Background: an optimization exercise with open tools, aiming at a short achievable clock period and few clock cycles. Do not read the settings as production practice. Only simulation tests tie the RTL to the original design; equivalence was not proved. Power figures rest on the tool's default switching activity, not on a simulated workload.

## quartz
==> flow/design.v (excerpt) <==
module RV32Core(
    input wire CPU_CLK,
    input wire CPU_RST,
    output wire [31:0] IMEM_A,
    input wire [31:0] IMEM_RD,
    output wire [31:0] DMEM_A,
    output wire [31:0] DMEM_WD,
    output wire [3:0] DMEM_WE,
    input wire [31:0] DMEM_RD
    );
For scale: ~110000 um2 of cells after synthesis.
==> flow/config.mk <==
export PLATFORM = sky130hd
export DESIGN_NAME = RV32Core
export DESIGN_NICKNAME = RV32Core
export VERILOG_FILES = /design/flow/design.v
export SDC_FILE = /design/flow/constraint.sdc
export NUM_CORES = 8
export LEC_CHECK = 0
export CAP_MARGIN = 20
export CORE_MARGIN = 2
export CORE_UTILIZATION = 50
export PLACE_DENSITY = 0.75
export SLEW_MARGIN = 20
export SYNTH_HIERARCHICAL = 1
==> flow/constraint.sdc <==
create_clock -name core_clock -period 10.0 [get_ports {CPU_CLK}]
set_input_delay 2.0000 -clock core_clock [delete_from_list [all_inputs] [get_ports {CPU_CLK}]]
set_output_delay 2.0000 -clock core_clock [all_outputs]
set_load 0.01 [all_outputs]
standard.sh (not shown) runs the stock make flow with config.mk's settings and CLKGATE_MAP_FILE= SYNTH_SCRIPT=/design/flow/synth_recipe.tcl, a recipe that flattens the netlist after the stock synthesis.
==> flow/flow/run.sh <==
#!/bin/bash
set -euo pipefail
MARGIN=${MARGIN:-6.8}
bash standard.sh SETUP_SLACK_MARGIN=$MARGIN finish > standard_flow.log 2>&1
quartz finished all stages; the layout is clean.
Testbench counts of quartz, summed over its fixed seeds: cycles 229,130.
Inputs modified between quartz and amber:
Settings: changing PLACE_DENSITY from 0.75 to 0.65; setting TNS_END_PERCENT to 20 for the first time.
[summary]
Number of global-route vias before repair was lower in amber than in quartz.
The final critical-path required period of amber was superior to that of quartz.
Compared with quartz, count of clock-buffer cells in the layout in amber increased slightly.
The storage element area was comparable across amber and quartz.
quartz → amber: total power comparable, final cell utilization of the core down 0.57 points.
amber has layout overhead on the synthesized area below what quartz had.
Against quartz as the reference, amber delivers a lower wire length.
Detailed route, amber vs quartz: via total lower for amber
Depth of the critical timing path with buffers and inverters included in amber vs quartz: up 5
Setup WNS quartz -> amber: better
> inputs changed (amber -> nickel)
Settings: TNS_END_PERCENT: 20 -> unset.
==> flow/flow/run.sh <==
#!/bin/bash
set -euo pipefail
MARGIN=${MARGIN:-7.0}
bash standard.sh SETUP_SLACK_MARGIN=$MARGIN finish > standard_flow.log 2>&1
--- outcome ---
- Taking amber as the reference, in nickel wire length of the first global-routing pass has increased, number of ordinary and repair buffers in the finished layout has increased, post-CTS setup buffer count has increased.
- Between amber and nickel, the cell area is lower for amber.
- nickel vs amber, slowest cell on the critical path: dfxtp_2 vs clkdlybuf4s50_1
- Required time reported for the critical path endpoint: higher on amber
- The worst setup path category comes out primary input to flop in one run and flop to primary output in the other, namely in amber and nickel respectively.
- In the metrics for amber and nickel, the one carrying the higher weighted congestion at the end of routability-driven global placement is amber.
- Comparing amber and nickel, the higher share of power burned in the clock network is on amber.
- Total power: nickel above amber
The inputs of garnet differ from those of nickel as listed below.
==> flow/flow/run.sh <==
#!/bin/bash
set -euo pipefail
MARGIN=${MARGIN:-6.8}
bash standard.sh SETUP_SLACK_MARGIN=$MARGIN finish > standard_flow.log 2>&1
Findings:
- Per the comparison of garnet with nickel, multi-input logic portion of the cell area climbed 0.80 points; fmax rose 0.51%; final-layout non-clock buffer area share decreased 3.4 points.
- Diff nickel..garnet | top-level port count | unchanged
- garnet against nickel: worst setup slack increased by 18 ps relative to the old numbers, sum of met3 wire segment lengths after detailed routing decreased by 10000 um relative to the old numbers, register share of the cell area increased by 2.1 points relative to the old numbers, arrival time of data at the critical path endpoint increased by 2760 ps relative to the old numbers, total power decreased by about 1.2% relative to the old numbers.

---

Another version of the RTL of RV32Core (not shown whole).
For scale: about 170 I/O pins.
Settings: LEC_CHECK=0, CAP_MARGIN=20, CORE_MARGIN=2, CORE_UTILIZATION=50, CTS_CLUSTER_DIAMETER=100, CTS_CLUSTER_SIZE=20, PLACE_DENSITY=0.65, SLEW_MARGIN=20, SYNTH_HIERARCHICAL=1; clock period 10.0 ns.
==> flow/flow/run.sh <==
#!/bin/bash
set -euo pipefail
MARGIN=${MARGIN:-6.8}
bash standard.sh SETUP_SLACK_MARGIN=$MARGIN finish > standard_flow.log 2>&1
The first run ran to the end with no violations.
Testbench counts at the start, summed over its fixed seeds: cycles 228,080.
Change:
--- a/flow/config.mk
+++ b/flow/config.mk
@@ -10,4 +10,2 @@
 export CORE_UTILIZATION = 50
-export CTS_CLUSTER_DIAMETER = 100
-export CTS_CLUSTER_SIZE = 20
 export PLACE_DENSITY = 0.65
=> Cell count rises by 1.7%; global-route usage rises by 0.23 points; worst setup slack improves by 73 ps; routed wire length barely changes.

---

RV32Core, a different RTL version from the one above (not shown whole).
Size: ~11,000 cells after synthesis, about 170 I/O pins, roughly 110,000 sq um of cells after synthesis.
Settings: LEC_CHECK=0, CAP_MARGIN=20, CORE_MARGIN=2, CORE_UTILIZATION=42, PLACE_DENSITY=0.6, SLEW_MARGIN=20, SYNTH_HIERARCHICAL=1; clock period 10.0 ns.
Scripts as last shown in full above: flow/flow/run.sh
Testbench counts at the start, summed over its fixed seeds: cycles 228,080.
==> next run, changes <==
CORE_UTILIZATION = 50   (was 42)
PLACE_DENSITY = 0.65   (was 0.6)
=>
- The new run passed the timing, design-rule and antenna checks
- design area shrinks by 1.3%
- global-route usage grows by 5.9 points
- routed wire length went down by 2.4%
- count of clock-buffer cells in the layout decreases by 12
- register-to-register slack gets better by 170 ps
- worst hold slack got worse by 4.5 ps
==> next run, changes <==
==> flow/flow/run.sh (replaced) <==
#!/bin/bash
set -euo pipefail
MARGIN=${MARGIN:-6.6}
bash standard.sh SETUP_SLACK_MARGIN=$MARGIN finish > standard_flow.log 2>&1
CORE_UTILIZATION = 35   (was 50)
PLACE_DENSITY = 0.55   (was 0.65)
Outcome:
- synthesized cell count stays the same
- total power rose by 0.77%
- routed wire length grows by 2.1%
- clock-buffer cell count goes up by 14
- non-clock buffer count shrinks by 129
- clock skew increases by 98 ps
- via count came out lower by about 2.2%
- area after synthesis does not change
==> next run, changes <==
==> flow/flow/run.sh (replaced) <==
#!/bin/bash
set -euo pipefail
MARGIN=${MARGIN:-6.8}
bash standard.sh SETUP_SLACK_MARGIN=$MARGIN finish > standard_flow.log 2>&1
=> The changed run completed with no timing, DRC or antenna violations; total power went up by 1.8%; routed wire length went up by 3.4%; clock skew went down by 32 ps; utilization went up by 1.4 points; flip-flop and latch count stays the same; combinational power went up by about 10%; global-route usage went up by 0.93 points; worst setup slack gets better by 26 ps; design area went up by 3.5%; final cell count went up by 1.3%; fmax went up by about 0.7%.

---

RV32Core, a different RTL version from the one above (not shown whole).
Size: about 11000 cells after synthesis, roughly 170 I/O pins, ~110000 sq um of cells after synthesis.
==> flow/config.mk <==
export PLATFORM = sky130hd
export DESIGN_NAME = RV32Core
export DESIGN_NICKNAME = RV32Core
export VERILOG_FILES = /design/flow/design.v
export SDC_FILE = /design/flow/constraint.sdc
export NUM_CORES = 8
export LEC_CHECK = 0
export CAP_MARGIN = 20
export CORE_MARGIN = 2
export CORE_UTILIZATION = 35
export PLACE_DENSITY = 0.55
export SLEW_MARGIN = 20
export SYNTH_HIERARCHICAL = 1
==> flow/constraint.sdc <==
create_clock -name core_clock -period 10.0 [get_ports {CPU_CLK}]
set_input_delay 2.0000 -clock core_clock [delete_from_list [all_inputs] [get_ports {CPU_CLK}]]
set_output_delay 2.0000 -clock core_clock [all_outputs]
set_load 0.01 [all_outputs]
==> flow/flow/run.sh <==
#!/bin/bash
set -euo pipefail
MARGIN=${MARGIN:-6.4}
bash standard.sh SETUP_SLACK_MARGIN=$MARGIN finish > standard_flow.log 2>&1
The starting point finished with timing, DRC and antenna clean.
Testbench counts at the start, summed over its fixed seeds: cycles 228,080.
Then changed:
==> flow/flow/run.sh (replaced) <==
#!/bin/bash
set -euo pipefail
MARGIN=${MARGIN:-6.6}
bash standard.sh SETUP_SLACK_MARGIN=$MARGIN finish > standard_flow.log 2>&1
Count of clock-buffer cells in the layout came out higher by 1. Die area does not change. Setup slack improves by 0.20 ns. Utilization is higher by 0.97 points. Sequential share of layout area is lower by 0.69 points.

---

RV32Core, a different RTL version from the one above (not shown whole).
Size: roughly 11000 cells after synthesis, roughly 170 I/O pins, about 110000 um2 of cells after synthesis.
export LEC_CHECK = 0
export CAP_MARGIN = 20
export CORE_MARGIN = 2
export CORE_UTILIZATION = 35
export PLACE_DENSITY = 0.55
export SLEW_MARGIN = 20
export SYNTH_HIERARCHICAL = 1
create_clock -name core_clock -period 10.0 [get_ports {CPU_CLK}]
==> flow/flow/run.sh <==
#!/bin/bash
set -euo pipefail
MARGIN=${MARGIN:-6.8}
bash standard.sh SETUP_SLACK_MARGIN=$MARGIN finish > standard_flow.log 2>&1
The starting point went through all stages and came out clean.
Testbench counts at the start, summed over its fixed seeds: cycles 229,130.
Edit:
==> flow/flow/run.sh (replaced) <==
#!/bin/bash
set -euo pipefail
MARGIN=${MARGIN:-7.0}
bash standard.sh SETUP_SLACK_MARGIN=$MARGIN finish > standard_flow.log 2>&1
--- a/flow/config.mk
+++ b/flow/config.mk
@@ -9,4 +9,4 @@
 export CORE_MARGIN = 2
-export CORE_UTILIZATION = 35
-export PLACE_DENSITY = 0.55
+export CORE_UTILIZATION = 50
+export PLACE_DENSITY = 0.65
 export SLEW_MARGIN = 20
=> Non-clock buffer count came out higher by 153; clock skew goes down by 0.062 ns; global-route usage grows by 11 points; final cell count fell by 7.3%; worst hold slack improves by 0.011 ns; synthesized cell count is unchanged; die area shrinks by 30%; count of clock-buffer cells in the layout rises by 9; worst setup slack gets better by 0.051 ns.

---

RV32Core, a different RTL version from the one above (not shown whole).
Size in the first run: ~11,000 cells after synthesis, about 170 I/O pins, about 110,000 um^2 of cells after synthesis.
export LEC_CHECK = 0
export CAP_MARGIN = 20
export CORE_MARGIN = 2
export CORE_UTILIZATION = 58
export PLACE_DENSITY = 0.7
export SLEW_MARGIN = 20
export SYNTH_HIERARCHICAL = 1
create_clock -name core_clock -period 10.0 [get_ports {CPU_CLK}]
==> flow/flow/run.sh <==
#!/bin/bash
set -euo pipefail
MARGIN=${MARGIN:-6.8}
bash standard.sh SETUP_SLACK_MARGIN=$MARGIN finish > standard_flow.log 2>&1
Testbench counts at the start, summed over its fixed seeds: cycles 228,080.
==> next run, changes <==
Settings changed: CORE_UTILIZATION 58 to 50, PLACE_DENSITY 0.7 to 0.65.
- The changed run went through all stages and came out clean
- hold slack is about the same
- total power goes up by 1.4%
- cell area came out higher by 0.64%

---

== before ==
Another version of the RTL of RV32Core (not shown whole).
Size in the first run: ~100000 sq um of cells after synthesis.
export LEC_CHECK = 0
export CAP_MARGIN = 20
export CORE_MARGIN = 2
export CORE_UTILIZATION = 35
export PLACE_DENSITY = 0.55
export SLEW_MARGIN = 20
export SYNTH_HIERARCHICAL = 1
create_clock -name core_clock -period 10.0 [get_ports {CPU_CLK}]
==> flow/flow/run.sh <==
#!/bin/bash
set -euo pipefail
MARGIN=${MARGIN:-7}
bash standard.sh SETUP_SLACK_MARGIN=$MARGIN finish > standard_flow.log 2>&1
Testbench counts of before, summed over its fixed seeds: cycles 228,080.
> inputs changed (before -> after)
--- a/flow/flow/run.sh
+++ b/flow/flow/run.sh
@@ -3 +3 @@
-MARGIN=${MARGIN:-7}
+MARGIN=${MARGIN:-6.6}
Findings:
[after vs before] total half-perimeter wirelength after legalization and detailed placement: lower in after. after vs before: met3 routed wirelength down in after. Between before and after, share of the final layout cell area in multi-input gates is higher for after, before comes in under that. [after] non-clock inverter count in the final layout rose about 0.43% relative to before. Row area fraction of clock buffers and clock inverters: after higher / before lower. Summary — share of power burned in combinational logic, after relative to before: lower, by 0.7 points. In the tables for before and after, non-clock buffer count reads higher with before.

[re-timing with driven ports]
Ports are ideal in the flow. The routed layouts listed here were re-timed in OpenROAD.
Step 1 sets driving cells, clkbuf_16 on the clock port and buf_2 on the other inputs (assumed; they add their load-dependent delay and slew).
Step 2 moves the port delays by t, midway between the first and last clock arrival at a register: inputs arrive t later, outputs are due t later. That takes back most of the time a late clock gives input paths.
Slacks: no drivers / after step 1 / after step 2; pairs: no drivers / after step 1.
| run | shift t [ns] | slack for setup (ns) | worst setup path after step 2 | clock arrival spread, ns | worst data-port slew with drivers (ns) |
|---|---|---|---|---|---|
| quartz | 0.974 | 6.488 / 6.397 / 5.804 | input to register | 0.073 / 0.073 | 0.06 |
| amber | 0.974 | 6.491 / 6.429 / 5.594 | input to register | 0.043 / 0.043 | 0.06 |
| nickel | 0.966 | 6.487 / 6.387 / 5.708 | input to register | 0.098 / 0.098 | 0.11 |
| garnet | 0.942 | 6.505 / 6.416 / 5.766 | input to register | 0.091 / 0.091 | 0.13 |
| the first run of note 2 | 0.938 | 6.393 / 6.393 / 5.776 | input to register | 0.063 / 0.063 | 0.21 |
| the second run of note 2 | 0.979 | 6.466 / 6.466 / 5.772 | input to register | 0.074 / 0.074 | 0.10 |
| the first run of note 3 | 0.986 | 6.487 / 6.438 / 5.750 | input to register | 0.101 / 0.101 | 0.11 |
| the second run of note 3 | 0.956 | 6.605 / 6.513 / 5.709 | input to register | 0.069 / 0.068 | 0.06 |
| the third run of note 3 | 1.002 | 6.498 / 6.400 / 5.602 | input to register | 0.171 / 0.170 | 0.15 |
| the fourth run of note 3 | 1.024 | 6.524 / 6.410 / 5.659 | input to register | 0.142 / 0.141 | 0.10 |
| the first run of note 4 | 1.008 | 6.350 / 6.318 / 5.415 | input to register | 0.118 / 0.118 | 0.10 |
| the second run of note 4 | 1.002 | 6.551 / 6.466 / 5.629 | input to register | 0.177 / 0.177 | 0.12 |
| the first run of note 5 | 1.004 | 6.458 / 6.357 / 5.707 | input to register | 0.144 / 0.145 | 0.12 |
| the second run of note 5 | 0.961 | 6.509 / 6.416 / 5.681 | input to register | 0.083 / 0.083 | 0.06 |
| the first run of note 6 | 0.975 | 6.408 / 6.408 / 5.793 | input to register | 0.054 / 0.054 | 0.10 |
| the second run of note 6 | 0.965 | 6.312 / 6.312 / 5.805 | input to register | 0.102 / 0.102 | 0.07 |
| before | 0.992 | 6.346 / 6.336 / 5.644 | input to register | 0.154 / 0.154 | 0.14 |
| after | 0.993 | 6.356 / 6.307 / 5.646 | input to register | 0.174 / 0.174 | 0.10 |
After both steps every run listed still meets setup and hold. For the first run of note 4, which loses most, drivers alone change the setup slack by -0.032 ns; drivers and shift together by -0.935 ns.
